Background: an optimization exercise with open tools, aiming at small area and a short achievable clock period. Do not read the settings as production practice.
The RTL was checked by simulation tests, not by an equivalence proof against the original design.
No driver is modelled on the clock port, so clocking that relies on it looks cheaper here than on a real chip.
Power and IR drop assume default switching activity.

==> flow/design.v (outline; a module is shown in full before it is edited, if it fits) <==
// module booth_mul: 809 lines
// module frequency_measurement: 215 lines
module frequency_measurement #(
    parameter WIDTH = 32
)(
    input  logic clk,
    input  logic reset,
    input  logic [WIDTH-1:0] a, b,
    input  logic [3:0] opcode,
    output logic [WIDTH-1:0] result,
    output logic N, Z, C, V
);
  // ...
==> flow/flow/run.sh <==
#!/bin/bash
# Standard layout (the standard.sh), with an extra timing repair after
# placement and after clock-tree synthesis that aims below the 75 ns period.
# Each step's full output goes to its own log file in this folder.
set -euo pipefail
MARGIN=$(cat flow/margin.txt)
R=$PWD/orfs/results/sky130hd/frequency_measurement/base
bash standard.sh place > std_place.log 2>&1
ODB_IN=$R/3_place.odb ODB_OUT=$R/3_place.odb SDC=$R/3_place.sdc MARGIN=$MARGIN TNS=0 PROPAGATED=0 \
  openroad -no_splash -exit flow/repair.tcl > repair_place.log 2>&1
bash standard.sh cts > std_cts.log 2>&1
ODB_IN=$R/4_cts.odb ODB_OUT=$R/4_cts.odb SDC=$R/4_cts.sdc MARGIN=$MARGIN TNS=0 PROPAGATED=1 \
  openroad -no_splash -exit flow/repair.tcl > repair_cts.log 2>&1
bash standard.sh finish > std_finish.log 2>&1
==> flow/flow/margin.txt <==
45
==> flow/flow/repair.tcl <==
read_liberty $::env(FLOW_HOME)/platforms/sky130hd/lib/sky130_fd_sc_hd__tt_025C_1v80.lib
read_db $::env(ODB_IN)
read_sdc $::env(SDC)
if {$::env(PROPAGATED)} { set_propagated_clock [all_clocks] }
source $::env(FLOW_HOME)/platforms/sky130hd/setRC.tcl
set_dont_use [get_lib_cells {sky130_fd_sc_hd__probe* sky130_fd_sc_hd__lpflow*}]
estimate_parasitics -placement
puts "before: worst slack [sta::worst_slack_cmd max] area [rsz::design_area]"
repair_timing -setup -setup_margin $::env(MARGIN) -repair_tns $::env(TNS) -sequence "unbuffer,sizeup,swap,buffer" -verbose
detailed_placement
check_placement -verbose
estimate_parasitics -placement
puts "after: worst slack [sta::worst_slack_cmd max] area [rsz::design_area]"
report_worst_slack -max
report_worst_slack -min
write_db $::env(ODB_OUT)
==> flow/standard.sh <==
#!/bin/bash
# synth_recipe.tcl (not shown) runs the flow's synth.tcl, then flattens the netlist and writes it again
# the make line also repeats each setting of config.mk as NAME=value (left out here)
make -C /OpenROAD-flow-scripts/flow DESIGN_CONFIG=/design/flow/config.mk WORK_HOME=/design/flow/orfs CLKGATE_MAP_FILE= SYNTH_SCRIPT=/design/flow/synth_recipe.tcl "${@:-finish}"
==> flow/config.mk <==
export PLATFORM = sky130hd
export DESIGN_NAME = frequency_measurement
export DESIGN_NICKNAME = frequency_measurement
export VERILOG_FILES = /design/flow/design.v
export SDC_FILE = /design/flow/constraint.sdc
export NUM_CORES = 4
export LEC_CHECK = 0
export ABC_AREA = 1
export CAP_MARGIN = 20
export CORE_MARGIN = 2
export CORE_UTILIZATION = 50
export CTS_CLUSTER_DIAMETER = 40
export CTS_CLUSTER_SIZE = 10
export SLEW_MARGIN = 20
==> flow/constraint.sdc <==
create_clock -name core_clock -period 75.0 [get_ports {clk}]
set_input_delay 15.0000 -clock core_clock [delete_from_list [all_inputs] [get_ports {clk}]]
set_output_delay 15.0000 -clock core_clock [all_outputs]
set_load 0.01 [all_outputs]
==> impl_metrics.tcl, run 1 <==
set metrics [dict create \
    path_buf_inv 13 \
    synth_edf_count 0 \
    synth-seq-cells 178 \
    antenna_found_initial 12 \
    syn_area_mm2 0.0558 \
    sequentialPowerShare 0.059 \
    clkbuf_count 19 \
    grt_first_pass_wirelength_mm 357 \
    cts_resized 0 \
    status "no timing/DRC/antenna violations" \
    ys_top_cells_by_area "ha_1 15%, nand2_1 14%, fa_1 9.2%" \
    multi_input_area_mm2 0.0469 \
    worstSetupStartpointType "register" \
    p_clk_frac 0.047 \
    async_flop_share 0.567 \
    powerDensity_mw_per_mm2 32.4 \
    tightest_slew_ns 1.31 \
    routed_wl_mm 242 \
    post-route-min-period_ns 30.85 \
    synthMuxAreaShare 0.00328 \
    worstSetupPathDepth 90 \
    wl_met1_mm 94.4 \
    hold_class "reg2reg" \
    final_cell_mix "1,999 x nand2_1, 1,075 x inv_1, 630 x ha_1" \
    worstHoldPathCells 0 \
    start_util 0.504 \
    seq_share 0.0671 \
    synthAdderAreaFrac 0.239 \
    num_antenna_cells 8 \
    crit_required_ns 60.00 \
    regArea_mm2 0.00409 \
]
==> inputs of run 2 (changes only) <==
==> flow/flow/run.sh (replaced) <==
#!/bin/bash
set -euo pipefail
MARGIN=$(cat flow/margin.txt)
SEQ="-sequence unbuffer,sizeup,swap,buffer"
R=$PWD/orfs/results/sky130hd/frequency_measurement/base
bash standard.sh place > std_place.log 2>&1
PORTBUF=buf_2 RTARGS="$SEQ" ODB_IN=$R/3_place.odb ODB_OUT=$R/3_place.odb SDC=$R/3_place.sdc MARGIN=$MARGIN TNS=0 PROPAGATED=0 \
  openroad -no_splash -exit flow/repair.tcl > repair_place.log 2>&1
bash standard.sh cts > std_cts.log 2>&1
RTARGS="$SEQ" ODB_IN=$R/4_cts.odb ODB_OUT=$R/4_cts.odb SDC=$R/4_cts.sdc MARGIN=$MARGIN TNS=0 PROPAGATED=1 \
  openroad -no_splash -exit flow/repair.tcl > repair_cts.log 2>&1
bash standard.sh finish > std_finish.log 2>&1
--- a/flow/flow/repair.tcl
+++ b/flow/flow/repair.tcl
@@ -6,5 +6,17 @@
 set_dont_use [get_lib_cells {sky130_fd_sc_hd__probe* sky130_fd_sc_hd__lpflow*}]
+# the port buffers the standard flow inserts are slow delay cells; use plain buffers
+if {[info exists ::env(PORTBUF)]} {
+  foreach inst [get_cells {input* output*}] {
+    if {[get_property $inst ref_name] == "sky130_fd_sc_hd__clkdlybuf4s50_1"} {
+      replace_cell $inst [get_lib_cells sky130_fd_sc_hd__$::env(PORTBUF)]
+    }
+  }
+}
 estimate_parasitics -placement
 puts "before: worst slack [sta::worst_slack_cmd max] area [rsz::design_area]"
-repair_timing -setup -setup_margin $::env(MARGIN) -repair_tns $::env(TNS) -sequence "unbuffer,sizeup,swap,buffer" -verbose
+set reps 1
+if {[info exists ::env(REPEAT)]} { set reps $::env(REPEAT) }
+for {set i 0} {$i < $reps} {incr i} {
+  repair_timing -setup -setup_margin $::env(MARGIN) -repair_tns $::env(TNS) {*}$::env(RTARGS) -verbose
+}
 detailed_placement
--- a/flow/config.mk
+++ b/flow/config.mk
@@ -10,3 +10,3 @@
 export CORE_MARGIN = 2
-export CORE_UTILIZATION = 50
+export CORE_UTILIZATION = 65
 export CTS_CLUSTER_DIAMETER = 40
==> impl_metrics.tcl, run 2 <==
set metrics [dict create \
    powerDensity_mw_per_mm2 33.9 \
    worst-endpoint-arrival_ns 16.06 \
    numClockSinks 178 \
    tightest_slew_ns 1.25 \
    synth-main-ff-cell "dfrtp_1" \
    routed_wl_mm 234 \
    final_hold_viol_count 0 \
    ys_top_cells_by_area "ha_1 15%, nand2_1 14%, fa_1 9.2%" \
    die-height_um 297 \
    grt_first_pass_wirelength_mm 354 \
    regToRegEndpoint "roth[7]$_DFF_PP0_" \
    cp_max_fo 37 \
    post-route-min-period_ns 31.06 \
    multi_input_area_mm2 0.0475 \
    ctsHoldBuffers 0 \
    sw_frac_of_total 0.607 \
    regArea_mm2 0.00408 \
    internal-power_uw 807 \
    r2r_slack_ns 44.39 \
    overflow 0 \
    fin_crit_sh 0.414 \
    rsz0062_at_grt "false" \
    p_leak_nw 30.6 \
    io-pin-count 106 \
    worstSetupStartpointType "register" \
    vias 64300 \
    antenna_found_initial 18 \
    nets 9669 \
    status "no timing/DRC/antenna violations" \
    r2r_cells 188 \
    worst-setup-path-type "reg2out" \
    slowest_delay_ns 0.54 \
    final_cell_mix "1,974 x nand2_1, 1,063 x inv_1, 600 x ha_1" \
    p_clk_frac 0.045 \
    path_buf_inv 20 \
    dp_hpwl_mm 175 \
    max-vdd-ir-drop_v 0.000117 \
    hold_slack_ns 0.483 \
    io_buffers 105 \
    finalSetupViolCount 0 \
    hold_class "reg2reg" \
    first_global_vias 61900 \
    tritoncts "yes" \
    path_clk_slew_ns 0.07 \
    synth.distinct_cells 81 \
    start_util 0.655 \
    clockBufferDepth 2 \
    finalClockSkew_ns 0.0267 \
    clkLatencyLatePin_ns 0.51 \
    netlist.area_leader.share 0.147 \
    grt_max_degree 60 \
    core_mm2 0.0851 \
    syn_nets 9620 \
    cp-endpoint "result[9]" \
    drtIter0Drc 8463 \
    grt_usage 0.517 \
    yosysMostFrequentCell "nand2_1" \
    cts.htree.levels 4 \
    yosysTopAreaCell "ha_1" \
    detail_route.first_pass.iterations 22 \
    worstSetupPathDepth 99 \
    drv_cap 0 \
    viasPerCell 6.52 \
    num_rows 107 \
    worstHoldStart "rb[20]$_DFF_PP0_" \
    crit_family "simple AND/OR/NAND/NOR gates" \
    synth_common_cells "2,021 x nand2_1, 1,107 x inv_1, 654 x ha_1" \
    layout-drive-gt1-share 0.107 \
    syn_inst 8640 \
    ant_nets 0 \
    synth.avg_cell_area_um2 6.45 \
    setup_tns_ns 0 \
    syn_area_mm2 0.0558 \
    path_common_cell "nand2_1" \
    fmax_mhz 32.2 \
    slew-limit-headroom 0.162 \
    netSwitchingPower_mw 1.24 \
    dieArea_mm2 0.0881 \
    layout_commonest_cell "nand2_1" \
    wl_per_cell_um 23.8 \
    crit_required_ns 60.00 \
    syn_to_final_growth_pct 8.63 \
    drc 0 \
    gp_congestion 1.11 \
    fillCellCount 7435 \
    worstSetupEndpointType "primary output" \
    cts_setup_buffers 0 \
    p_comb_frac 0.898 \
    cts_buffers 17 \
    synth_edf_count 0 \
    ys_seq_area_frac 0.0730 \
    async_flop_share 0.567 \
    sequentialPowerShare 0.058 \
    cts_resized 0 \
    ys_warn_count 1 \
    crit_path_top_delay_cell "dfrtp_1" \
    die_w_um 297 \
    r2r_start "rb[15]$_DFF_PP0_" \
    slew_violations 0 \
    cts_root_buf "clkbuf_16" \
    setup.worst_path.start "roth[6]$_DFF_PP0_" \
    synth-seq-cells 178 \
]
-- run 2: cell families after synthesis --
family | after synthesis | synth area share
AO/OA/AOI/OAI | 1878 | 0.197
buffers and inverters | 1453 | 0.104
AND/OR/NAND/NOR | 3503 | 0.274
XOR/XNOR | 701 | 0.110
adder cells (fa/ha/maj) | 910 | 0.239
flip-flops | 178 | 0.0730
multiplexers | 17 | 0.00328
-- run 2: power groups by stage --
stage	Combinational (mW)	Sequential (mW)	Clock, mW
2_1_floorplan	1.18	0.111	0
3_3_place_gp	1.67	0.118	0
3_5_place_dp	1.70	0.118	0
4_1_cts	1.72	0.116	0.0918
5_1_grt	1.95	0.118	0.0951
6_report	1.84	0.119	0.0915
-- run 2: worst min path at each step --
stage | endpoint | slack [ns] | depth (start not counted)
finish | cb[20]$_DFF_P_ | 0.48 | 0
global route | cb[20]$_DFF_P_ | 0.51 | 0
CTS | cb[20]$_DFF_P_ | 0.47 | 0
detailed placement | cb[20]$_DFF_P_ | 0.45 | 0
global placement | cb[20]$_DFF_P_ | 0.43 | 0
floorplan | cb[3]$_DFF_P_ | 0.37 | 0
-- run 2: layout make-up --
| class | instances | area share |
|---|---|---|
| clock inverters | 12 | 0.00184 |
| clock buffers | 20 | 0.00773 |
| multi-input cells | 7009 | 0.785 |
| inverters | 1178 | 0.0790 |
| diodes | 15 | 0.000620 |
| well taps | 1144 | 0.0236 |
| flip-flops and latches | 178 | 0.0674 |
| repair buffers | 305 | 0.0349 |
-- run 2: routing by layer --
layer / track usage / routed length (um)
met4: 0.435 / 25300
met1: 0.582 / 80500
met3: 0.202 / 32900
met2: 0.767 / 95400
met5: 0.0103 / 225
-- run 2: through the flow --
stage | total power [mW] | std cells | setup slack [ns] | area [um2] | utilization
after floorplan | 1.29 | 8640 | 46.41 | 55800 | -
after detailed placement | 1.82 | 9715 | 38.04 | 57700 | 0.677
after CTS | 1.93 | 9803 | 44.23 | 59200 | 0.696
after global routing | 2.16 | 9846 | 41.60 | 60500 | 0.711
final | 2.05 | 9861 | 43.94 | 60600 | 0.711
after global placement | 1.79 | 9715 | 39.73 | 57600 | 0.677
-- run 2: worst register-to-register path, delay by kind of cell, from the launching register on --
| kind | cells | cell delay [ns] |
|---|---|---|
| simple gates | 99 | 13.01 |
| compound gates | 48 | 8.24 |
| fa+ha+maj | 15 | 5.43 |
| buf+inv | 25 | 3.36 |
| flops | 1 | 0.37 |
| xor+xnor | 1 | 0.15 |
==> module frequency_measurement, before the edit <==
module frequency_measurement #(
    parameter WIDTH = 32
)(
    input  logic clk,
    input  logic reset,
    input  logic [WIDTH-1:0] a, b,
    input  logic [3:0] opcode,
    output logic [WIDTH-1:0] result,
    output logic N, Z, C, V
);
    wire [0:0] a_t31 = a[31];
    wire [1:0] a_d31 = {1'b0, a_t31} - {1'b0, b[0:0]};
    wire qa31 = (~|b[31:1]) & ~a_d31[1];
    wire [0:0] a_r31 = qa31 ? a_d31[0:0] : a_t31;
    wire [1:0] a_t30 = {a_r31, a[30]};
    wire [2:0] a_d30 = {1'b0, a_t30} - {1'b0, b[1:0]};
    wire qa30 = (~|b[31:2]) & ~a_d30[2];
    wire [1:0] a_r30 = qa30 ? a_d30[1:0] : a_t30;
    wire [2:0] a_t29 = {a_r30, a[29]};
    wire [3:0] a_d29 = {1'b0, a_t29} - {1'b0, b[2:0]};
    wire qa29 = (~|b[31:3]) & ~a_d29[3];
    wire [2:0] a_r29 = qa29 ? a_d29[2:0] : a_t29;
    wire [3:0] a_t28 = {a_r29, a[28]};
    wire [4:0] a_d28 = {1'b0, a_t28} - {1'b0, b[3:0]};
    wire qa28 = (~|b[31:4]) & ~a_d28[4];
    wire [3:0] a_r28 = qa28 ? a_d28[3:0] : a_t28;
    wire [4:0] a_t27 = {a_r28, a[27]};
    wire [5:0] a_d27 = {1'b0, a_t27} - {1'b0, b[4:0]};
    wire qa27 = (~|b[31:5]) & ~a_d27[5];
    wire [4:0] a_r27 = qa27 ? a_d27[4:0] : a_t27;
    wire [5:0] a_t26 = {a_r27, a[26]};
    wire [6:0] a_d26 = {1'b0, a_t26} - {1'b0, b[5:0]};
    wire qa26 = (~|b[31:6]) & ~a_d26[6];
    wire [5:0] a_r26 = qa26 ? a_d26[5:0] : a_t26;
    wire [6:0] a_t25 = {a_r26, a[25]};
    wire [7:0] a_d25 = {1'b0, a_t25} - {1'b0, b[6:0]};
    wire qa25 = (~|b[31:7]) & ~a_d25[7];
    wire [6:0] a_r25 = qa25 ? a_d25[6:0] : a_t25;
    wire [7:0] a_t24 = {a_r25, a[24]};
    wire [8:0] a_d24 = {1'b0, a_t24} - {1'b0, b[7:0]};
    wire qa24 = (~|b[31:8]) & ~a_d24[8];
    wire [7:0] a_r24 = qa24 ? a_d24[7:0] : a_t24;
    wire [8:0] a_t23 = {a_r24, a[23]};
    wire [9:0] a_d23 = {1'b0, a_t23} - {1'b0, b[8:0]};
    wire qa23 = (~|b[31:9]) & ~a_d23[9];
    wire [8:0] a_r23 = qa23 ? a_d23[8:0] : a_t23;
    wire [9:0] a_t22 = {a_r23, a[22]};
    wire [10:0] a_d22 = {1'b0, a_t22} - {1'b0, b[9:0]};
    wire qa22 = (~|b[31:10]) & ~a_d22[10];
    wire [9:0] a_r22 = qa22 ? a_d22[9:0] : a_t22;
    logic [31:0] ra, rb;
    logic [9:0] rq, rc;
    always_ff @(posedge clk or posedge reset)
        if (reset) begin ra <= '0; rb <= '0; end
        else begin ra <= a; rb <= b; end
    always_ff @(posedge clk) begin
        rq <= {qa31, qa30, qa29, qa28, qa27, qa26, qa25, qa24, qa23, qa22};
        rc <= a_r22;
    end
    wire [10:0] b_t21 = {rc, ra[21]};
    wire [11:0] b_d21 = {1'b0, b_t21} - {1'b0, rb[10:0]};
    wire qb21 = (~|rb[31:11]) & ~b_d21[11];
    wire [10:0] b_r21 = qb21 ? b_d21[10:0] : b_t21;
    wire [11:0] b_t20 = {b_r21, ra[20]};
    wire [12:0] b_d20 = {1'b0, b_t20} - {1'b0, rb[11:0]};
    wire qb20 = (~|rb[31:12]) & ~b_d20[12];
    wire [11:0] b_r20 = qb20 ? b_d20[11:0] : b_t20;
    wire [12:0] b_t19 = {b_r20, ra[19]};
    wire [13:0] b_d19 = {1'b0, b_t19} - {1'b0, rb[12:0]};
    wire qb19 = (~|rb[31:13]) & ~b_d19[13];
    wire [12:0] b_r19 = qb19 ? b_d19[12:0] : b_t19;
    wire [13:0] b_t18 = {b_r19, ra[18]};
    wire [14:0] b_d18 = {1'b0, b_t18} - {1'b0, rb[13:0]};
    wire qb18 = (~|rb[31:14]) & ~b_d18[14];
    wire [13:0] b_r18 = qb18 ? b_d18[13:0] : b_t18;
    wire [14:0] b_t17 = {b_r18, ra[17]};
    wire [15:0] b_d17 = {1'b0, b_t17} - {1'b0, rb[14:0]};
    wire qb17 = (~|rb[31:15]) & ~b_d17[15];
    wire [14:0] b_r17 = qb17 ? b_d17[14:0] : b_t17;
    wire [15:0] b_t16 = {b_r17, ra[16]};
    wire [16:0] b_d16 = {1'b0, b_t16} - {1'b0, rb[15:0]};
    wire qb16 = (~|rb[31:16]) & ~b_d16[16];
    wire [15:0] b_r16 = qb16 ? b_d16[15:0] : b_t16;
    wire [16:0] b_t15 = {b_r16, ra[15]};
    wire [17:0] b_d15 = {1'b0, b_t15} - {1'b0, rb[16:0]};
    wire qb15 = (~|rb[31:17]) & ~b_d15[17];
    wire [16:0] b_r15 = qb15 ? b_d15[16:0] : b_t15;
    wire [17:0] b_t14 = {b_r15, ra[14]};
    wire [18:0] b_d14 = {1'b0, b_t14} - {1'b0, rb[17:0]};
    wire qb14 = (~|rb[31:18]) & ~b_d14[18];
    wire [17:0] b_r14 = qb14 ? b_d14[17:0] : b_t14;
    wire [18:0] b_t13 = {b_r14, ra[13]};
    wire [19:0] b_d13 = {1'b0, b_t13} - {1'b0, rb[18:0]};
    wire qb13 = (~|rb[31:19]) & ~b_d13[19];
    wire [18:0] b_r13 = qb13 ? b_d13[18:0] : b_t13;
    wire [19:0] b_t12 = {b_r13, ra[12]};
    wire [20:0] b_d12 = {1'b0, b_t12} - {1'b0, rb[19:0]};
    wire qb12 = (~|rb[31:20]) & ~b_d12[20];
    wire [19:0] b_r12 = qb12 ? b_d12[19:0] : b_t12;
    wire [20:0] b_t11 = {b_r12, ra[11]};
    wire [21:0] b_d11 = {1'b0, b_t11} - {1'b0, rb[20:0]};
    wire qb11 = (~|rb[31:21]) & ~b_d11[21];
    wire [20:0] b_r11 = qb11 ? b_d11[20:0] : b_t11;
    wire [21:0] b_t10 = {b_r11, ra[10]};
    wire [22:0] b_d10 = {1'b0, b_t10} - {1'b0, rb[21:0]};
    wire qb10 = (~|rb[31:22]) & ~b_d10[22];
    wire [21:0] b_r10 = qb10 ? b_d10[21:0] : b_t10;
    wire [22:0] b_t9 = {b_r10, ra[9]};
    wire [23:0] b_d9 = {1'b0, b_t9} - {1'b0, rb[22:0]};
    wire qb9 = (~|rb[31:23]) & ~b_d9[23];
    wire [22:0] b_r9 = qb9 ? b_d9[22:0] : b_t9;
    wire [23:0] b_t8 = {b_r9, ra[8]};
    wire [24:0] b_d8 = {1'b0, b_t8} - {1'b0, rb[23:0]};
    wire qb8 = (~|rb[31:24]) & ~b_d8[24];
    wire [23:0] b_r8 = qb8 ? b_d8[23:0] : b_t8;
    wire [24:0] b_t7 = {b_r8, ra[7]};
    wire [25:0] b_d7 = {1'b0, b_t7} - {1'b0, rb[24:0]};
    wire qb7 = (~|rb[31:25]) & ~b_d7[25];
    wire [24:0] b_r7 = qb7 ? b_d7[24:0] : b_t7;
    wire bnz = |rb;
    wire sub = (opcode == 4'd1);
    wire [32:0] addr = {1'b0, ra} + {1'b0, rb ^ {32{sub}}} + {32'd0, sub};
    wire [31:0] prod;
    booth_mul mul_unit (.x(ra), .y(rb), .p(prod));
    wire big = |rb[31:5];
    wire right = opcode[0];
    wire [31:0] sh_in, sh_rev, sh_out, sh_res;
    genvar gi;
    for (gi = 0; gi < 32; gi = gi + 1) begin : rev
        assign sh_rev[gi] = ra[31-gi];
        assign sh_res[gi] = right ? sh_out[31-gi] : sh_out[gi];
    end
    assign sh_in = right ? sh_rev : ra;
    assign sh_out = big ? 32'd0 : (sh_in << rb[4:0]);
    wire m31 = rb[31] ^ (|rb[30:0]);
    wire [24:0] qhi = {rq, qb21, qb20, qb19, qb18, qb17, qb16, qb15, qb14, qb13, qb12, qb11, qb10, qb9, qb8, qb7};
    wire [31:0] dstate = {qhi, ra[6:0]};
    logic [31:0] oth;
    logic c_n, v_n;
    logic [1:0] sel;
    always_comb begin
        c_n = 1'b0;
        v_n = 1'b0;
        sel = 2'd0;
        oth = 32'd0;
        case (opcode)
            4'd0: begin oth = addr[31:0]; c_n = addr[32]; v_n = (ra[31] == rb[31]) && (addr[31] != ra[31]); end
            4'd1: begin oth = addr[31:0]; v_n = (ra[31] == m31) && (addr[31] != ra[31]); end
            4'd2: oth = prod;
            4'd3: sel = bnz ? 2'd1 : 2'd0;
            4'd4: sel = bnz ? 2'd2 : 2'd0;
            4'd5: oth = ra & rb;
            4'd6: oth = ra | rb;
            4'd7: oth = ra ^ rb;
            4'd8: begin oth = sh_res; c_n = ra[31]; end
            4'd9: begin oth = sh_res; c_n = ra[0]; end
            default: ;
        endcase
    end
    wire [31:0] othz = oth;
    wire [31:0] othd = (sel != 2'd0) ? dstate : oth;
    logic [31:0] roth;
    logic [1:0] rsel;
    logic rzo;
    always_ff @(posedge clk or posedge reset)
        if (reset) begin roth <= '0; rsel <= 2'd0; rzo <= 1'b0; C <= 1'b0; V <= 1'b0; end
        else begin roth <= othd; rsel <= sel; rzo <= (othz == 32'd0); C <= c_n; V <= v_n; end
    logic [31:0] cb;
    logic [24:0] cr;
    always_ff @(posedge clk) begin
        cb <= rb;
        cr <= b_r7;
    end
    wire [24:0] cq = roth[31:7];
    wire [6:0] ca = roth[6:0];
    wire [25:0] c_t6 = {cr, ca[6]};
    wire [26:0] c_d6 = {1'b0, c_t6} - {1'b0, cb[25:0]};
    wire qc6 = (~|cb[31:26]) & ~c_d6[26];
    wire [25:0] c_r6 = qc6 ? c_d6[25:0] : c_t6;
    wire [26:0] c_t5 = {c_r6, ca[5]};
    wire [27:0] c_d5 = {1'b0, c_t5} - {1'b0, cb[26:0]};
    wire qc5 = (~|cb[31:27]) & ~c_d5[27];
    wire [26:0] c_r5 = qc5 ? c_d5[26:0] : c_t5;
    wire [27:0] c_t4 = {c_r5, ca[4]};
    wire [28:0] c_d4 = {1'b0, c_t4} - {1'b0, cb[27:0]};
    wire qc4 = (~|cb[31:28]) & ~c_d4[28];
    wire [27:0] c_r4 = qc4 ? c_d4[27:0] : c_t4;
    wire [28:0] c_t3 = {c_r4, ca[3]};
    wire [29:0] c_d3 = {1'b0, c_t3} - {1'b0, cb[28:0]};
    wire qc3 = (~|cb[31:29]) & ~c_d3[29];
    wire [28:0] c_r3 = qc3 ? c_d3[28:0] : c_t3;
    wire [29:0] c_t2 = {c_r3, ca[2]};
    wire [30:0] c_d2 = {1'b0, c_t2} - {1'b0, cb[29:0]};
    wire qc2 = (~|cb[31:30]) & ~c_d2[30];
    wire [29:0] c_r2 = qc2 ? c_d2[29:0] : c_t2;
    wire [30:0] c_t1 = {c_r2, ca[1]};
    wire [31:0] c_d1 = {1'b0, c_t1} - {1'b0, cb[30:0]};
    wire qc1 = (~|cb[31:31]) & ~c_d1[31];
    wire [30:0] c_r1 = qc1 ? c_d1[30:0] : c_t1;
    wire [31:0] c_t0 = {c_r1, ca[0]};
    wire [32:0] c_d0 = {1'b0, c_t0} - {1'b0, cb[31:0]};
    wire qc0 = (1'b1) & ~c_d0[32];
    wire [31:0] c_r0 = qc0 ? c_d0[31:0] : c_t0;
    wire [31:0] quo = {cq, qc6, qc5, qc4, qc3, qc2, qc1, qc0};
    wire [31:0] rem = c_r0;
    wire zrem = qc0 ? (c_t0 == cb) : (c_t0 == 32'd0);
    always_comb begin
        case (rsel)
            2'd1: begin result = quo; Z = (quo == 32'd0); end
            2'd2: begin result = rem; Z = zrem; end
            default: begin result = roth; Z = rzo; end
        endcase
        N = result[31];
    end
endmodule
==> inputs of run 3 (changes only) <==
--- a/flow/design.v
+++ b/flow/design.v
@@ -952,3 +952,3 @@
         v_n = 1'b0;
-        sel = 2'd0;
+        sel = 2'd3;
         oth = 32'd0;
@@ -958,4 +958,4 @@
             4'd2: oth = prod;
-            4'd3: sel = bnz ? 2'd1 : 2'd0;
-            4'd4: sel = bnz ? 2'd2 : 2'd0;
+            4'd3: sel = bnz ? 2'd1 : 2'd3;
+            4'd4: sel = bnz ? 2'd2 : 2'd3;
             4'd5: oth = ra & rb;
@@ -969,3 +969,3 @@
     wire [31:0] othz = oth;
-    wire [31:0] othd = (sel != 2'd0) ? dstate : oth;
+    wire [31:0] othd = (sel == 2'd1 || sel == 2'd2) ? dstate : oth;
     logic [31:0] roth;
@@ -974,4 +974,5 @@
     always_ff @(posedge clk or posedge reset)
-        if (reset) begin roth <= '0; rsel <= 2'd0; rzo <= 1'b0; C <= 1'b0; V <= 1'b0; end
-        else begin roth <= othd; rsel <= sel; rzo <= (othz == 32'd0); C <= c_n; V <= v_n; end
+        if (reset) begin rsel <= 2'd0; C <= 1'b0; V <= 1'b0; end
+        else begin rsel <= sel; C <= c_n; V <= v_n; end
+    always_ff @(posedge clk) begin roth <= othd; rzo <= (othz == 32'd0); end
     logic [31:0] cb;
@@ -1019,3 +1020,4 @@
             2'd2: begin result = rem; Z = zrem; end
-            default: begin result = roth; Z = rzo; end
+            2'd3: begin result = roth; Z = rzo; end
+            default: begin result = 32'd0; Z = 1'b0; end
         endcase
--- a/flow/flow/run.sh
+++ b/flow/flow/run.sh
@@ -3,2 +3,3 @@
 MARGIN=$(cat flow/margin.txt)
+MARGIN_CTS=$(cat flow/margin_cts.txt)
 SEQ="-sequence unbuffer,sizeup,swap,buffer"
@@ -9,3 +10,3 @@
 bash standard.sh cts > std_cts.log 2>&1
-RTARGS="$SEQ" ODB_IN=$R/4_cts.odb ODB_OUT=$R/4_cts.odb SDC=$R/4_cts.sdc MARGIN=$MARGIN TNS=0 PROPAGATED=1 \
+RTARGS="$SEQ" ODB_IN=$R/4_cts.odb ODB_OUT=$R/4_cts.odb SDC=$R/4_cts.sdc MARGIN=$MARGIN_CTS TNS=0 PROPAGATED=1 \
   openroad -no_splash -exit flow/repair.tcl > repair_cts.log 2>&1
==> flow/flow/margin_cts.txt (new file) <==
44.3
==> impl_metrics.tcl, run 3 <==
set metrics [dict create \
    syn_area_mm2 0.0549 \
    fillCellCount 6947 \
    synth.avg_cell_area_um2 6.49 \
    grt_max_degree 72 \
    worst-endpoint-arrival_ns 16.94 \
    dp_hpwl_mm 174 \
    cts_setup_buffers 0 \
    antenna_found_initial 35 \
    first_global_vias 61600 \
    overflow 0 \
    clockBufferDepth 2 \
    hold_class "reg2reg" \
    layout_commonest_cell "nand2_1" \
    syn_to_final_growth_pct 9.41 \
    ys_seq_area_frac 0.0711 \
    multi_input_area_mm2 0.0469 \
    r2r_start "rb[13]$_DFF_PP0_" \
    synth.distinct_cells 81 \
    pre_cts_ws_ns 36.35 \
    io_buffers 105 \
    finish.utilization 0.718 \
    core_mm2 0.0837 \
    ys_top_cells_by_area "ha_1 15%, nand2_1 13%, fa_1 9.3%" \
    setup_tns_ns 0 \
    netlist.area_leader.share 0.149 \
    max-vdd-ir-drop_v 0.0000914 \
    tritoncts "yes" \
    cts_resized 0 \
    cts_buffers 17 \
    cts.htree.levels 4 \
    worst-setup-path-type "reg2out" \
    dieArea_mm2 0.0868 \
    hold_slack_ns 0.578 \
    die-height_um 295 \
    async_flop_share 0.382 \
    synth_common_cells "1,962 x nand2_1, 1,105 x inv_1, 652 x ha_1" \
    setup_slack_ns 43.06 \
    num_rows 106 \
    status "no timing/DRC/antenna violations" \
    drv_cap 0 \
    syn_nets 9433 \
    p_total_mw 2.07 \
    grt_first_pass_wirelength_mm 358 \
    regArea_mm2 0.00393 \
    clkLatencyLatePin_ns 0.54 \
    final_cell_mix "1,927 x nand2_1, 1,063 x inv_1, 613 x a21oi_1" \
    syn_inst 8455 \
    die_w_um 295 \
    cp_max_fo 63 \
    cts_root_buf "clkbuf_16" \
    detail_route.first_pass.iterations 15 \
    slew_violations 0 \
    layout-drive-gt1-share 0.115 \
    slew-limit-headroom 0.177 \
    ctsHoldBuffers 0 \
    rsz0062_at_grt "false" \
    crit_path_top_delay_cell "o21ai_2" \
    drtIter0Drc 8543 \
    gp_congestion 1.17 \
    drc 0 \
    grt_usage 0.545 \
    start_util 0.656 \
    powerDensity_mw_per_mm2 34.5 \
    nets 9520 \
    synth-main-ff-cell "dfxtp_1" \
    tightest_slew_ns 1.24 \
    numClockSinks 178 \
    ant_nets 0 \
    setup.worst_path.start "cb[1]$_DFF_P_" \
    worstHoldStart "rb[20]$_DFF_PP0_" \
    yosysMostFrequentCell "nand2_1" \
    wl_per_cell_um 24.6 \
    slowest_delay_ns 0.83 \
    worstSetupStartpointType "register" \
    post-route-min-period_ns 31.94 \
    viasPerCell 6.56 \
    synth-seq-cells 178 \
    finalClockSkew_ns 0.0325 \
    path_clk_slew_ns 0.08 \
    p_leak_nw 30.2 \
    crit_required_ns 60.00 \
    ys_warn_count 1 \
    worstSetupEndpointType "primary output" \
    finalSetupViolCount 0 \
    fmax_mhz 31.3 \
    routed_wl_mm 239 \
    vias 63700 \
    fin_crit_sh 0.426 \
    yosysTopAreaCell "ha_1" \
    path_common_cell "nand2_1" \
    synth_edf_count 0 \
    io-pin-count 106 \
    final_hold_viol_count 0 \
]
-- run 3: cell types whose count changed after synthesis, sizes merged, moves of 12 or more --
| cell | before | now |
|---|---|---|
| dfxtp | 77 | 110 |
| o21bai | 54 | 66 |
| dfrtp | 101 | 68 |
| and2 | 73 | 59 |
| nor3 | 102 | 75 |
| nor2 | 465 | 447 |
| a21oi | 633 | 650 |
| nand2 | 2064 | 2006 |
| or2 | 102 | 90 |
| nand3 | 556 | 495 |
| inv | 1157 | 1144 |
-- run 3: layout make-up --
type                       count  area share
timing repair buffer         346      0.0407
multi-input combinational   6834       0.781
antenna                       28     0.00117
tap                         1134      0.0236
clock buffer                  22     0.00808
inverter                    1165      0.0778
sequential                   178      0.0654
clock inverter                10     0.00202
-- run 3: worst max-delay path, delay by kind of cell, from the launching register on --
family / cells / cell delay (ns)
XOR/XNOR: 1 / 0.13
AND/OR/NAND/NOR: 47 / 5.79
adder cells (fa/ha/maj): 7 / 2.85
buffers and inverters: 10 / 1.72
AO/OA/AOI/OAI: 22 / 5.21
flip-flops: 1 / 0.57
-- run 3: per-layer routing --
metal | track usage | vias up | wire length (um)
met2 | 0.790 | 4764 | 95700
met3 | 0.259 | 1906 | 35600
met5 | 0.0613 | - | 812
li1 | - | 28300 | -
met1 | 0.591 | 28700 | 80300
met4 | 0.472 | 30 | 26900
-- run 3: worst paths after layout --
kind / end / slack [ns] / depth (start not counted)
max in group asynchronous: rb[21]$_DFF_PP0_ / 59.74 / 3
worst min register to register: cb[20]$_DFF_P_ / 0.58 / 0
worst max register to register: roth[7]$_DFF_P_ / 43.55 / 191
worst max-delay path: result[5] / 43.06 / 87
min in group asynchronous: ra[3]$_DFF_PP0_ / 14.68 / 3
worst min-delay path: cb[20]$_DFF_P_ / 0.58 / 0
-- run 3: metrics by stage --
step | cells | cell area [um2]
CTS | 9672 | 59800
global route | 9696 | 60000
global placement | 9510 | 56600
floorplan | 8455 | 54900
detailed placement | 9510 | 56600
finish | 9717 | 60100
-- run 3: report_power, final --
| part | internal (mW) | leakage, nW | switching [mW] | total [mW] |
|---|---|---|---|---|
| logic | 0.662 | 28.2 | 1.19 | 1.85 |
| clock network | 0.0530 | 0.296 | 0.0467 | 0.0997 |
| registers | 0.105 | 1.70 | 0.0197 | 0.125 |
-- run 3: logic make-up after synthesis --
| kind of cell | Yosys count | share of synthesized area |
|---|---|---|
| AND/OR/NAND/NOR | 3304 | 0.262 |
| AO/OA/AOI/OAI | 1902 | 0.203 |
| buffers and inverters | 1443 | 0.107 |
| adder cells (fa/ha/maj) | 908 | 0.242 |
| XOR/XNOR | 702 | 0.112 |
| flip-flops | 178 | 0.0711 |
| multiplexers | 18 | 0.00328 |
==> inputs of run 4 (changes only) <==
--- a/flow/config.mk
+++ b/flow/config.mk
@@ -10,3 +10,3 @@
 export CORE_MARGIN = 2
-export CORE_UTILIZATION = 65
+export CORE_UTILIZATION = 42
 export CTS_CLUSTER_DIAMETER = 40
==> impl_metrics.tcl, run 4 <==
set metrics [dict create \
    antenna_found_initial 10 \
    numClockSinks 178 \
    grt_max_degree 97 \
    synth.distinct_cells 81 \
    clockBufferDepth 2 \
    syn_inst 8455 \
    overflow 0 \
    final_cell_mix "1,886 x nand2_1, 1,055 x inv_1, 591 x a21oi_1" \
    path_clk_slew_ns 0.08 \
    start_util 0.424 \
    netlist.area_leader.share 0.149 \
    worstSetupStartpointType "register" \
    crit_path_top_delay_cell "a21oi_4" \
    layout_commonest_cell "nand2_1" \
    ys_warn_count 1 \
    synth_common_cells "1,962 x nand2_1, 1,105 x inv_1, 652 x ha_1" \
    finalClockSkew_ns 0.0236 \
    syn_area_mm2 0.0549 \
    status "no timing/DRC/antenna violations" \
    num_rows 132 \
    final_hold_viol_count 0 \
    syn_nets 9433 \
    die-height_um 366 \
    cts.htree.levels 4 \
    finalNonFillerCells 10300 \
    rsz0062_at_grt "false" \
    async_flop_share 0.382 \
    syn_to_final_growth_pct 12.5 \
    dieArea_mm2 0.134 \
    grt_first_pass_wirelength_mm 366 \
    synth.avg_cell_area_um2 6.49 \
    slew-limit-headroom 0.189 \
    ys_top_cells_by_area "ha_1 15%, nand2_1 13%, fa_1 9.3%" \
    io_buffers 105 \
    max-vdd-ir-drop_v 0.0000722 \
    synth-main-ff-cell "dfxtp_1" \
    r2r_slack_ns 44.39 \
    wl_per_cell_um 23.7 \
    tightest_slew_ns 1.21 \
    synthAdderAreaFrac 0.242 \
    cts_setup_buffers 0 \
    yosysTopAreaCell "ha_1" \
    path_common_cell "nand2_1" \
    p_leak_nw 30.5 \
    slew_violations 0 \
    dp_hpwl_mm 190 \
    hold_class "reg2reg" \
    p_total_mw 2.04 \
    yosysMostFrequentCell "nand2_1" \
    cts_resized 0 \
    synth-compound-area-share 0.203 \
    detail_route.first_pass.iterations 8 \
    ant_nets 0 \
    finalSetupViolCount 0 \
    fillCellCount 13500 \
    viasPerCell 5.82 \
    setup_tns_ns 0 \
    worst-setup-path-type "reg2out" \
    drv_cap 0 \
    synth-seq-cells 178 \
    powerDensity_mw_per_mm2 33.0 \
    fmax_mhz 32.2 \
    worstSetupEndpointType "primary output" \
    gp_congestion 1.08 \
    synthMuxAreaShare 0.00328 \
    layout-drive-gt1-share 0.133 \
    nets 9554 \
    grt_usage 0.363 \
    io-pin-count 106 \
    worst-endpoint-arrival_ns 16.06 \
    routed_wl_mm 245 \
    ctsHoldBuffers 0 \
    synthSimpleGateAreaFrac 0.262 \
    tritoncts "yes" \
    clkLatencyLatePin_ns 0.51 \
    synth_top_family_by_area "simple AND/OR/NAND/NOR gates" \
    post-route-min-period_ns 31.06 \
    cp_max_fo 62 \
    cts_root_buf "clkbuf_16" \
    fin_crit_sh 0.414 \
    die_w_um 366 \
    first_global_vias 59100 \
    drtIter0Drc 5722 \
    crit_required_ns 60.00 \
    core_mm2 0.130 \
    synth_edf_count 0 \
    drc 0 \
    ys_seq_area_frac 0.0711 \
    synth-xor-area-share 0.112 \
    vias 60100 \
    slowest_delay_ns 0.64 \
    cts_buffers 17 \
    dpl.cell_count 10100 \
]
==> run 4: where the power goes <==
part	internal [mW]	switching, mW	leakage [nW]	total, mW
clock network	0.0447	0.0483	0.284	0.0930
registers	0.105	0.0137	1.71	0.119
logic	0.658	1.17	28.5	1.83
total	0.808	1.23	30.5	2.04
==> run 4: kinds of logic (layout without fill, tap and decap cells) <==
group | count (synthesis) | after routing
simple gates | 3304 | 3304
compound gates | 1902 | 1902
buf+inv | 1443 | 1577
fa+ha+maj | 908 | 908
xor+xnor | 702 | 702
flops | 178 | 178
mux | 18 | 18
other cells | 0 | 5
==> run 4: metrics by stage <==
stage | util | instance area (um2) | setup WS, ns | hold WS [ns]
after floorplan | - | 54900 | 46.24 | 0.366
after global placement | 0.444 | 57500 | 35.43 | 0.452
after detailed placement | 0.444 | 57500 | 35.76 | 0.442
after CTS | 0.476 | 61700 | 44.13 | 0.469
after global routing | 0.477 | 61800 | 41.71 | 0.473
final | 0.477 | 61800 | 43.94 | 0.461
==> run 4: worst paths after layout <==
check                                       from               end  cells after the start
worst min-delay path               rq[5]$_DFF_P_  roth[27]$_DFF_P_                      2
max in group asynchronous                  reset   rb[7]$_DFF_PP0_                      3
worst max-delay path              cb[11]$_DFF_P_        result[12]                     82
worst min register to register     rq[5]$_DFF_P_  roth[27]$_DFF_P_                      2
min in group asynchronous                  reset  rb[22]$_DFF_PP0_                      2
worst max register to register  rb[21]$_DFF_PP0_   roth[7]$_DFF_P_                    192
==> run 4: worst max-delay path: cells and delay by family (launching register included) <==
family,cells,cell delay (ns)
AND/OR/NAND/NOR,35,5.28
AO/OA/AOI/OAI,24,5.06
adder cells (fa/ha/maj),7,2.40
buffers and inverters,15,2.11
flip-flops,1,0.36
XOR/XNOR,1,0.16
==> run 4: per-layer routing <==
layer  track usage  wire (um)
met5             0         27
met4         0.252      20400
met3        0.0740      21800
met2         0.575     106000
met1         0.440      96900
==> run 4: layout make-up <==
type	count	area, um2	share of cell area
Inverter	1165	4700	0.0760
Antenna cell	5	12.5	0.000202
Sequential cell	178	3930	0.0636
Clock buffer	17	425	0.00688
Multi-Input combinational cell	6834	47600	0.770
Timing Repair Buffer	380	2780	0.0450
Tap cell	1742	2180	0.0353
Clock inverter	15	161	0.00261
==> inputs of run 5 (changes only) <==
--- a/flow/config.mk
+++ b/flow/config.mk
@@ -10,3 +10,3 @@
 export CORE_MARGIN = 2
-export CORE_UTILIZATION = 42
+export CORE_UTILIZATION = 50
 export CTS_CLUSTER_DIAMETER = 40
==> impl_metrics.tcl, run 5 <==
set metrics [dict create \
    status "no timing/DRC/antenna violations" \
    ant_nets 0 \
    fmax_mhz 32.2 \
    final_cell_mix "1,909 x nand2_1, 1,065 x inv_1, 613 x a21oi_1" \
    fin_crit_sh 0.414 \
    fin_area_mm2 0.0604 \
    setup_tns_ns 0 \
    syn_area_mm2 0.0549 \
    cts_resized 0 \
    syn_to_final_growth_pct 9.95 \
    viasPerCell 6.02 \
    syn_nets 9433 \
    tightest_slew_ns 1.18 \
    cts_root_buf "clkbuf_16" \
    hold_class "reg2reg" \
    grtUsageMet3 0.0893 \
    detail_route.first_pass.iterations 8 \
    synth.distinct_cells 81 \
    ys_seq_area_frac 0.0711 \
    syn_inst 8455 \
    slew-limit-headroom 0.211 \
    fillCellCount 11200 \
    core_mm2 0.109 \
    antenna_found_initial 15 \
    tritoncts "yes" \
    io_buffers 105 \
    ys_top_cells_by_area "ha_1 15%, nand2_1 13%, fa_1 9.3%" \
    sequentialPowerShare 0.058 \
    use_met2 0.644 \
    yosysTopAreaCell "ha_1" \
    clkLatencyLatePin_ns 0.52 \
    worstSetupStartpointType "register" \
    drv_cap 0 \
    wl_per_cell_um 23.8 \
    max-vdd-ir-drop_v 0.0000813 \
    drc 0 \
    slew_violations 0 \
    cp_max_fo 38 \
    yosysMostFrequentCell "nand2_1" \
    synth-main-ff-cell "dfxtp_1" \
    path_common_cell "nand2_1" \
    layout-drive-gt1-share 0.114 \
    internal-power_uw 814 \
    crit_required_ns 60.00 \
    overflow 0 \
    slowest_delay_ns 0.52 \
    synth_edf_count 0 \
    routed_wl_mm 238 \
    synth-seq-cells 178 \
    use_met1 0.497 \
    powerDensity_mw_per_mm2 35.1 \
    worstSetupEndpointType "primary output" \
    nets 9514 \
    drtIter0Drc 5558 \
    final_hold_viol_count 0 \
    grt_max_degree 58 \
    dp_hpwl_mm 184 \
    finalSetupViolCount 0 \
    start_util 0.504 \
    io-pin-count 106 \
    cts.htree.levels 4 \
    ctsHoldBuffers 0 \
    die-height_um 335 \
    netSwitchingPower_mw 1.31 \
    ys_warn_count 1 \
    dieArea_mm2 0.112 \
    p_comb_frac 0.896 \
    worst-setup-path-type "reg2out" \
    setup.worst_path.start "cb[4]$_DFF_P_" \
    dpl_cell_area_mm2 0.0571 \
    layout_commonest_cell "nand2_1" \
    gp_congestion 1.05 \
    synth.avg_cell_area_um2 6.49 \
    worst-endpoint-arrival_ns 16.04 \
    r2r_start "rb[17]$_DFF_PP0_" \
    worstHoldStart "rb[20]$_DFF_PP0_" \
    busiest_layer "met2" \
    vias 60100 \
    finalClockSkew_ns 0.0338 \
    async_flop_share 0.382 \
    die_w_um 335 \
    rsz0062_at_grt "false" \
    grt_first_pass_wirelength_mm 352 \
    sw_frac_of_total 0.616 \
    numClockSinks 178 \
    p_clk_frac 0.046 \
    netlist.area_leader.share 0.149 \
    post-route-min-period_ns 31.04 \
    crit_path_top_delay_cell "o21ai_1" \
    first_global_vias 57400 \
    path_clk_slew_ns 0.09 \
    clockBufferDepth 2 \
    p_leak_nw 30.3 \
    num_rows 121 \
    cts_buffers 17 \
    synth_common_cells "1,962 x nand2_1, 1,105 x inv_1, 652 x ha_1" \
    grt_usage 0.414 \
    cts_setup_buffers 0 \
]
==> run 5: cell counts after synthesis <==
No cell type changed its count.
==> run 5: layout make-up <==
class | instances | area (um2) | area share
well taps | 1414 | 1770 | 0.0293
clock inverters | 14 | 179 | 0.00296
flip-flops and latches | 178 | 3940 | 0.0653
diodes | 16 | 40.0 | 0.000663
inverters | 1165 | 4650 | 0.0771
multi-input cells | 6834 | 46900 | 0.777
repair buffers | 340 | 2460 | 0.0407
clock buffers | 18 | 439 | 0.00727
==> run 5: cell families (layout without fill, tap and decap cells) <==
family	after synthesis	in the layout	synth area share
AOI/OAI and AO/OA	1902	1902	0.203
muxes	18	18	0.00328
other	0	16	0
adders and majority gates	908	908	0.242
DFF	178	178	0.0711
xor gates and xnor gates	702	702	0.112
and+or+nand+nor	3304	3304	0.262
buffers and inverters	1443	1537	0.107
==> run 5: layer usage <==
| metal | share of wire | wire length [um] |
|---|---|---|
| met3 | 0.094 | 22300 |
| met2 | 0.43 | 102000 |
| met1 | 0.39 | 92000 |
| met5 | 0.00024 | 57 |
| met4 | 0.092 | 21900 |
==> run 5: stage by stage <==
step                      power [mW]  worst slack (ns)   util  instances  hold slack, ns
after floorplan                 1.31             46.24      -       8455           0.366
after global placement          1.92             39.31  0.525       9807           0.460
after detailed placement        1.93             38.26  0.525       9807           0.474
after CTS                       2.07             44.17  0.554       9961           0.492
after global routing            2.27             41.56  0.554       9963           0.508
final                           2.12             43.96  0.555       9979           0.511
==> run 5: critical path, delay by kind of cell (launching register included) <==
family / cells / cell delay [ns]
and+or+nand+nor: 38 / 5.42
AOI/OAI and AO/OA: 24 / 5.04
adders and majority gates: 7 / 2.48
buffers and inverters: 14 / 1.72
DFF: 1 / 0.44
xor gates and xnor gates: 2 / 0.25
==> run 5: path summary, 6_finish.rpt <==
kind,to,slack [ns],depth (start not counted)
min,cb[20]$_DFF_P_,0.51,0
min in group asynchronous,rb[31]$_DFF_PP0_,14.60,2
max in group asynchronous,rb[1]$_DFF_PP0_,59.35,3
max,result[3],43.96,85
min reg2reg,cb[20]$_DFF_P_,0.51,0
max reg2reg,cr[4]$_DFF_P_,44.35,192
==> run 5: power by group through the flow <==
stage | Clock (mW) | Sequential (mW) | Combinational (mW)
final | 0.0969 | 0.123 | 1.90
after global routing | 0.102 | 0.122 | 2.05
after CTS | 0.0992 | 0.121 | 1.85
after detailed placement | 0 | 0.122 | 1.81
after global placement | 0 | 0.122 | 1.80
after floorplan | 0 | 0.112 | 1.20
==> inputs of run 6 (changes only) <==
--- a/flow/design.v
+++ b/flow/design.v
@@ -859,4 +859,8 @@
     wire [9:0] a_r22 = qa22 ? a_d22[9:0] : a_t22;
+    wire [10:0] a_t21 = {a_r22, a[21]};
+    wire [11:0] a_d21 = {1'b0, a_t21} - {1'b0, b[10:0]};
+    wire qa21 = (~|b[31:11]) & ~a_d21[11];
+    wire [10:0] a_r21 = qa21 ? a_d21[10:0] : a_t21;
     logic [31:0] ra, rb;
-    logic [9:0] rq, rc;
+    logic [10:0] rq, rc;
     always_ff @(posedge clk or posedge reset)
@@ -865,10 +869,6 @@
     always_ff @(posedge clk) begin
-        rq <= {qa31, qa30, qa29, qa28, qa27, qa26, qa25, qa24, qa23, qa22};
-        rc <= a_r22;
+        rq <= {qa31, qa30, qa29, qa28, qa27, qa26, qa25, qa24, qa23, qa22, qa21};
+        rc <= a_r21;
     end
-    wire [10:0] b_t21 = {rc, ra[21]};
-    wire [11:0] b_d21 = {1'b0, b_t21} - {1'b0, rb[10:0]};
-    wire qb21 = (~|rb[31:11]) & ~b_d21[11];
-    wire [10:0] b_r21 = qb21 ? b_d21[10:0] : b_t21;
-    wire [11:0] b_t20 = {b_r21, ra[20]};
+    wire [11:0] b_t20 = {rc, ra[20]};
     wire [12:0] b_d20 = {1'b0, b_t20} - {1'b0, rb[11:0]};
@@ -928,2 +928,6 @@
     wire [24:0] b_r7 = qb7 ? b_d7[24:0] : b_t7;
+    wire [25:0] b_t6 = {b_r7, ra[6]};
+    wire [26:0] b_d6 = {1'b0, b_t6} - {1'b0, rb[25:0]};
+    wire qb6 = (~|rb[31:26]) & ~b_d6[26];
+    wire [25:0] b_r6 = qb6 ? b_d6[25:0] : b_t6;
     wire bnz = |rb;
@@ -944,4 +948,4 @@
     wire m31 = rb[31] ^ (|rb[30:0]);
-    wire [24:0] qhi = {rq, qb21, qb20, qb19, qb18, qb17, qb16, qb15, qb14, qb13, qb12, qb11, qb10, qb9, qb8, qb7};
-    wire [31:0] dstate = {qhi, ra[6:0]};
+    wire [25:0] qhi = {rq, qb20, qb19, qb18, qb17, qb16, qb15, qb14, qb13, qb12, qb11, qb10, qb9, qb8, qb7, qb6};
+    wire [31:0] dstate = {qhi, ra[5:0]};
     logic [31:0] oth;
@@ -978,14 +982,10 @@
     logic [31:0] cb;
-    logic [24:0] cr;
+    logic [25:0] cr;
     always_ff @(posedge clk) begin
         cb <= rb;
-        cr <= b_r7;
+        cr <= b_r6;
     end
-    wire [24:0] cq = roth[31:7];
-    wire [6:0] ca = roth[6:0];
-    wire [25:0] c_t6 = {cr, ca[6]};
-    wire [26:0] c_d6 = {1'b0, c_t6} - {1'b0, cb[25:0]};
-    wire qc6 = (~|cb[31:26]) & ~c_d6[26];
-    wire [25:0] c_r6 = qc6 ? c_d6[25:0] : c_t6;
-    wire [26:0] c_t5 = {c_r6, ca[5]};
+    wire [25:0] cq = roth[31:6];
+    wire [5:0] ca = roth[5:0];
+    wire [26:0] c_t5 = {cr, ca[5]};
     wire [27:0] c_d5 = {1'b0, c_t5} - {1'b0, cb[26:0]};
@@ -1013,3 +1013,3 @@
     wire [31:0] c_r0 = qc0 ? c_d0[31:0] : c_t0;
-    wire [31:0] quo = {cq, qc6, qc5, qc4, qc3, qc2, qc1, qc0};
+    wire [31:0] quo = {cq, qc5, qc4, qc3, qc2, qc1, qc0};
     wire [31:0] rem = c_r0;
==> flow/flow/margin.txt (replaced) <==
46.4
==> flow/flow/margin_cts.txt (replaced) <==
45.3
==> impl_metrics.tcl, run 6 <==
set metrics [dict create \
    tightest_slew_ns 1.15 \
    post-route-min-period_ns 30.96 \
    ys_top_cells_by_area "ha_1 15%, nand2_1 13%, fa_1 9.5%" \
    grt_usage 0.407 \
    slew-limit-headroom 0.228 \
    p_leak_nw 30.0 \
    io-pin-count 106 \
    synthSimpleGateAreaFrac 0.251 \
    dp_hpwl_mm 179 \
    die_w_um 332 \
    setup_tns_ns 0 \
    dpl_cell_area_mm2 0.0562 \
    synth_top_family_by_area "simple AND/OR/NAND/NOR gates" \
    finalSetupViolCount 0 \
    ctsHoldBuffers 0 \
    slowest_delay_ns 0.45 \
    yosysMostFrequentCell "nand2_1" \
    crit_path_top_delay_cell "nor4_4" \
    finalClockSkew_ns 0.0339 \
    viasPerCell 5.94 \
    final_hold_viol_count 0 \
    synthMuxAreaShare 0.00520 \
    syn_inst 8180 \
    layout_commonest_cell "nand2_1" \
    regArea_mm2 0.00398 \
    fin_crit_sh 0.413 \
    synth-compound-area-share 0.207 \
    synth.distinct_cells 80 \
    synth-xor-area-share 0.115 \
    syn_area_mm2 0.0539 \
    async_flop_share 0.376 \
    multi_input_area_mm2 0.0453 \
    drv_cap 0 \
    vias 58100 \
    grt_max_degree 60 \
    cts_resized 0 \
    tritoncts "yes" \
    grt_first_pass_wirelength_mm 342 \
    dieArea_mm2 0.110 \
    path_common_cell "nor2_1" \
    hold_class "reg2reg" \
    cts_buffers 17 \
    status "no timing/DRC/antenna violations" \
    io_buffers 105 \
    fillCellCount 10900 \
    antenna_found_initial 14 \
    clkLatencyLatePin_ns 0.55 \
    worstSetupStartpointType "primary input" \
    synth.avg_cell_area_um2 6.59 \
    crit_required_ns 75.44 \
    nets 9330 \
    max-vdd-ir-drop_v 0.000105 \
    num_rows 120 \
    synth-seq-cells 181 \
    worstSetupEndpointType "register" \
    fmax_mhz 32.3 \
    drc 0 \
    overflow 0 \
    synth_common_cells "1,872 x nand2_1, 995 x inv_1, 652 x ha_1" \
    cts.htree.levels 4 \
    clockBufferDepth 2 \
    netlist.area_leader.share 0.151 \
    synthAdderAreaFrac 0.246 \
    drtIter0Drc 5469 \
    slew_violations 0 \
    worst-endpoint-arrival_ns 31.40 \
    powerDensity_mw_per_mm2 32.8 \
    cts_root_buf "clkbuf_16" \
    ant_nets 0 \
    core_mm2 0.107 \
    numClockSinks 181 \
    synth-main-ff-cell "dfxtp_1" \
    rsz0062_at_grt "false" \
    die-height_um 332 \
    yosysTopAreaCell "ha_1" \
    ys_warn_count 1 \
    wl_per_cell_um 23.6 \
    start_util 0.504 \
    ys_seq_area_frac 0.0735 \
    fin_area_mm2 0.0590 \
    worst-setup-path-type "in2reg" \
    final_cell_mix "1,844 x nand2_1, 960 x inv_1, 639 x ha_1" \
    syn_to_final_growth_pct 9.51 \
    gp_congestion 1.05 \
    cts_setup_buffers 0 \
    syn_nets 9158 \
    path_clk_slew_ns 0.10 \
    routed_wl_mm 230 \
    first_global_vias 55800 \
    synth_edf_count 0 \
    layout-drive-gt1-share 0.121 \
    detail_route.first_pass.iterations 8 \
    cp_max_fo 8 \
]
==> run 6: changes by cell type after synthesis, sizes merged, moves of 18 or more <==
cell,change
and2,-18
inv,-87
nand2,-55
nand3,-77
nand4,-20
o21bai,-24
==> run 6: where the power goes <==
group | internal (mW) | leakage (nW) | switching [mW] | total (mW)
Combinational | 0.617 | 27.9 | 1.09 | 1.71
Sequential | 0.107 | 1.73 | 0.0160 | 0.123
Clock | 0.0483 | 0.320 | 0.0616 | 0.110
==> run 6: final timing paths <==
check,from,to,slack [ns],cells after the start
max in group asynchronous,reset,rb[10]$_DFF_PP0_,59.26,3
worst min register to register,rq[9]$_DFF_P_,roth[30]$_DFF_P_,0.53,2
worst min-delay path,rq[9]$_DFF_P_,roth[30]$_DFF_P_,0.53,2
worst max register to register,rb[8]$_DFF_PP0_,cr[20]$_DFF_P_,44.45,205
worst max-delay path,b[24],rc[1]$_DFF_P_,44.04,131
min in group asynchronous,reset,rb[31]$_DFF_PP0_,14.56,2
==> run 6: per-stage QoR <==
step / util / power, mW / setup slack [ns] / hold slack, ns / cells
after floorplan: - / 1.27 / 44.08 / 0.366 / 8180
after global placement: 0.525 / 1.75 / 39.52 / 0.506 / 9536
after detailed placement: 0.525 / 1.76 / 38.42 / 0.511 / 9536
after CTS: 0.544 / 1.89 / 43.52 / 0.525 / 9717
after global routing: 0.551 / 2.08 / 41.30 / 0.548 / 9769
final: 0.551 / 1.94 / 44.04 / 0.529 / 9777
==> run 6: final cells by class <==
type | instances | share of cell area
Tap cell | 1403 | 0.0297
Timing Repair Buffer | 423 | 0.0517
Antenna cell | 9 | 0.000381
Sequential cell | 181 | 0.0674
Clock buffer | 17 | 0.00721
Clock inverter | 15 | 0.00394
Inverter | 1083 | 0.0722
Multi-Input combinational cell | 6646 | 0.767
==> run 6: logic make-up after synthesis <==
group / Yosys count
compound gates: 1890
xor+xnor: 709
buf+inv: 1353
fa+ha+maj: 908
flops: 181
simple gates: 3111
mux: 28
==> run 6: worst max-delay path, delay by kind of cell <==
kind | cells | cell delay [ns]
buffers and inverters | 28 | 3.06
AO/OA/AOI/OAI | 31 | 3.68
adder cells (fa/ha/maj) | 9 | 2.83
AND/OR/NAND/NOR | 63 | 6.81
==> run 6: layer usage <==
| metal | global-route usage | part of all wire |
|---|---|---|
| met3 | 0.0886 | 0.090 |
| met1 | 0.497 | 0.40 |
| met4 | 0.262 | 0.076 |
| met2 | 0.647 | 0.44 |
| met5 | 0 | 0.00013 |
==> inputs of run 7 (changes only) <==
==> flow/flow/margin.txt (replaced) <==
45
==> flow/flow/margin_cts.txt (replaced) <==
44.3
==> impl_metrics.tcl, run 7 <==
set metrics [dict create \
    status "no timing/DRC/antenna violations" \
    setup_slack_ns 43.88 \
    detail_route.first_pass.iterations 6 \
    grt_first_pass_wirelength_mm 340 \
    post-route-min-period_ns 31.12 \
    grt_usage 0.404 \
    crit_path_top_delay_cell "fa_2" \
    core_mm2 0.107 \
    worst-endpoint-arrival_ns 31.56 \
    first_global_vias 55500 \
    fin_crit_sh 0.415 \
    gp_congestion 1.05 \
    clockBufferDepth 2 \
    worstSetupStartpointType "primary input" \
    clkLatencyLatePin_ns 0.56 \
    ant_nets 0 \
    io-pin-count 106 \
    sequentialPowerShare 0.064 \
    r2r_start "rb[7]$_DFF_PP0_" \
    slowest_delay_ns 0.36 \
    finalNonFillerCells 9738 \
    synth_common_cells "1,872 x nand2_1, 995 x inv_1, 652 x ha_1" \
    netSwitchingPower_mw 1.16 \
    crit_required_ns 75.44 \
    setup.worst_path.start "b[25]" \
    die_w_um 332 \
    worstHoldStart "rq[9]$_DFF_P_" \
    layout_commonest_cell "nand2_1" \
    synth-seq-cells 181 \
    cts_buffers 17 \
    nets 9292 \
    cts_resized 0 \
    dpl.cell_count 9536 \
    num_rows 120 \
    drv_cap 0 \
    cts_setup_buffers 0 \
    numClockSinks 181 \
    syn_area_mm2 0.0539 \
    syn_to_final_growth_pct 8.49 \
    worstHoldPathCells 2 \
    fillCellCount 11000 \
    cts.htree.levels 4 \
    max-vdd-ir-drop_v 0.000107 \
    routed_wl_mm 229 \
    cp_max_fo 21 \
    ys_seq_area_frac 0.0735 \
    cts_root_buf "clkbuf_16" \
    finalSetupViolCount 0 \
    ys_top_cells_by_area "ha_1 15%, nand2_1 13%, fa_1 9.5%" \
    p_total_mw 1.93 \
    drc 0 \
    syn_nets 9158 \
    worst-setup-path-type "in2reg" \
    overflow 0 \
    r2r_cells 198 \
    wl_per_cell_um 23.5 \
    finalClockSkew_ns 0.0384 \
    yosysMostFrequentCell "nand2_1" \
    antenna_found_initial 14 \
    rsz0062_at_grt "false" \
    drtIter0Drc 5378 \
    viasPerCell 5.94 \
    io_buffers 105 \
    synth.distinct_cells 80 \
    netlist.area_leader.share 0.151 \
    tightest_slew_ns 1.15 \
    synth-main-ff-cell "dfxtp_1" \
    worstSetupEndpointType "register" \
    die-height_um 332 \
    tritoncts "yes" \
    dieArea_mm2 0.110 \
    path_common_cell "nor2_1" \
    synth_edf_count 0 \
    p_comb_frac 0.879 \
    p_leak_nw 29.8 \
    final_cell_mix "1,850 x nand2_1, 967 x inv_1, 644 x ha_1" \
    sw_frac_of_total 0.601 \
    async_flop_share 0.376 \
    internal-power_uw 769 \
    yosysTopAreaCell "ha_1" \
    powerDensity_mw_per_mm2 32.9 \
    p_clk_frac 0.057 \
    ctsHoldBuffers 0 \
    ys_warn_count 1 \
    pre_cts_ws_ns 38.42 \
    path_clk_slew_ns 0.10 \
    dp_hpwl_mm 179 \
    slew_violations 0 \
    layout-drive-gt1-share 0.111 \
    synth.avg_cell_area_um2 6.59 \
    start_util 0.504 \
    grt_max_degree 60 \
    slew-limit-headroom 0.226 \
    hold_class "reg2reg" \
    syn_inst 8180 \
    vias 57900 \
    final_hold_viol_count 0 \
    setup_tns_ns 0 \
    fmax_mhz 32.1 \
]
==> run 7: cell families after synthesis <==
logic type	count (synthesis)	share of synthesized area
simple gates	3111	0.251
flops	181	0.0735
buf+inv	1353	0.102
xor+xnor	709	0.115
compound gates	1890	0.207
mux	28	0.00520
fa+ha+maj	908	0.246
==> run 7: through the flow <==
stage,instance area (um2),hold WS [ns],util
4_1_cts,58200,0.525,0.544
6_report,58500,0.536,0.546
2_1_floorplan,53900,0.366,-
3_5_place_dp,56200,0.511,0.525
5_1_grt,58500,0.548,0.546
3_3_place_gp,56200,0.506,0.525
==> run 7: cell type report <==
type                       count  area (um2)  area share
clock buffer                  17         425     0.00727
tap                         1403        1760      0.0300
sequential                   181        3980      0.0681
inverter                    1083        4250      0.0727
clock inverter                15         233     0.00398
timing repair buffer         385        2750      0.0470
antenna                        8        20.0    0.000342
multi-input combinational   6646       45100       0.771
==> run 7: power by group through the flow <==
stage | Sequential (mW) | Clock [mW] | Combinational [mW]
after floorplan | 0.114 | 0 | 1.15
after global placement | 0.124 | 0 | 1.62
after detailed placement | 0.124 | 0 | 1.64
after CTS | 0.121 | 0.111 | 1.66
after global routing | 0.122 | 0.114 | 1.84
final | 0.123 | 0.110 | 1.69
==> run 7: final timing paths <==
check	end	slack, ns
max reg2reg	cr[17]$_DFF_P_	44.00
min in group asynchronous	rb[31]$_DFF_PP0_	14.55
min reg2reg	roth[30]$_DFF_P_	0.54
min	roth[30]$_DFF_P_	0.54
max in group asynchronous	rb[10]$_DFF_PP0_	59.28
max	rc[7]$_DFF_P_	43.88
==> run 7: critical path: cells and delay by family <==
kind | cells | cell delay, ns
buffers and inverters | 13 | 1.22
adders and majority gates | 10 | 2.97
AOI/OAI and AO/OA | 36 | 5.05
and+or+nand+nor | 68 | 7.29
==> run 7: per-layer routing <==
layer | track usage | vias to the layer above | routed length (um)
li1 | - | 27600 | -
met1 | 0.497 | 26800 | 91300
met2 | 0.642 | 2760 | 100000
met3 | 0.0890 | 725 | 20700
met4 | 0.256 | 4 | 17300
met5 | 0 | - | 29

## port drivers added, routing unchanged
How much do the figures lean on ideal ports? The routed layouts below were timed once more, with nothing changed but the port constraints.
Step 1 assumes that a clkbuf_16 drives the clock port and a buf_2 every other input.
Step 2 also shifts input and output timing later by t, the mid clock arrival at the registers, as if the neighbouring blocks saw the same clock.
Three values: ideal ports, drivers, drivers and shift; two values: the first two.
| run | t, ns | setup WS [ns] | hold slack, ns | clock arrival spread, ns | cell pins on the clock port's net |
|---|---|---|---|---|---|
| run 1 | 0.554 | 44.147 / 44.084 / 44.324 | 0.517 / 0.517 / 0.517 | 0.023 / 0.023 | 1 |
| run 2 | 0.567 | 43.944 / 43.870 / 44.393 | 0.483 / 0.483 / 0.483 | 0.026 / 0.027 | 1 |
| run 3 | 0.597 | 43.057 / 42.981 / 43.551 | 0.578 / 0.578 / 0.578 | 0.033 / 0.033 | 1 |
| run 4 | 0.567 | 43.943 / 43.877 / 44.393 | 0.461 / 0.461 / 0.461 | 0.023 / 0.024 | 1 |
| run 5 | 0.579 | 43.958 / 43.883 / 44.350 | 0.511 / 0.511 / 0.511 | 0.035 / 0.035 | 1 |
| run 6 | 0.601 | 44.038 / 44.079 / 43.478 | 0.529 / 0.529 / 0.529 | 0.034 / 0.034 | 1 |
| run 7 | 0.605 | 43.876 / 43.922 / 43.318 | 0.536 / 0.536 / 0.536 | 0.039 / 0.039 | 1 |
After both steps setup and hold are still met in every run listed. The setup slack of run 6, which loses most, moves by +0.041 ns with the drivers and by -0.560 ns with both steps.
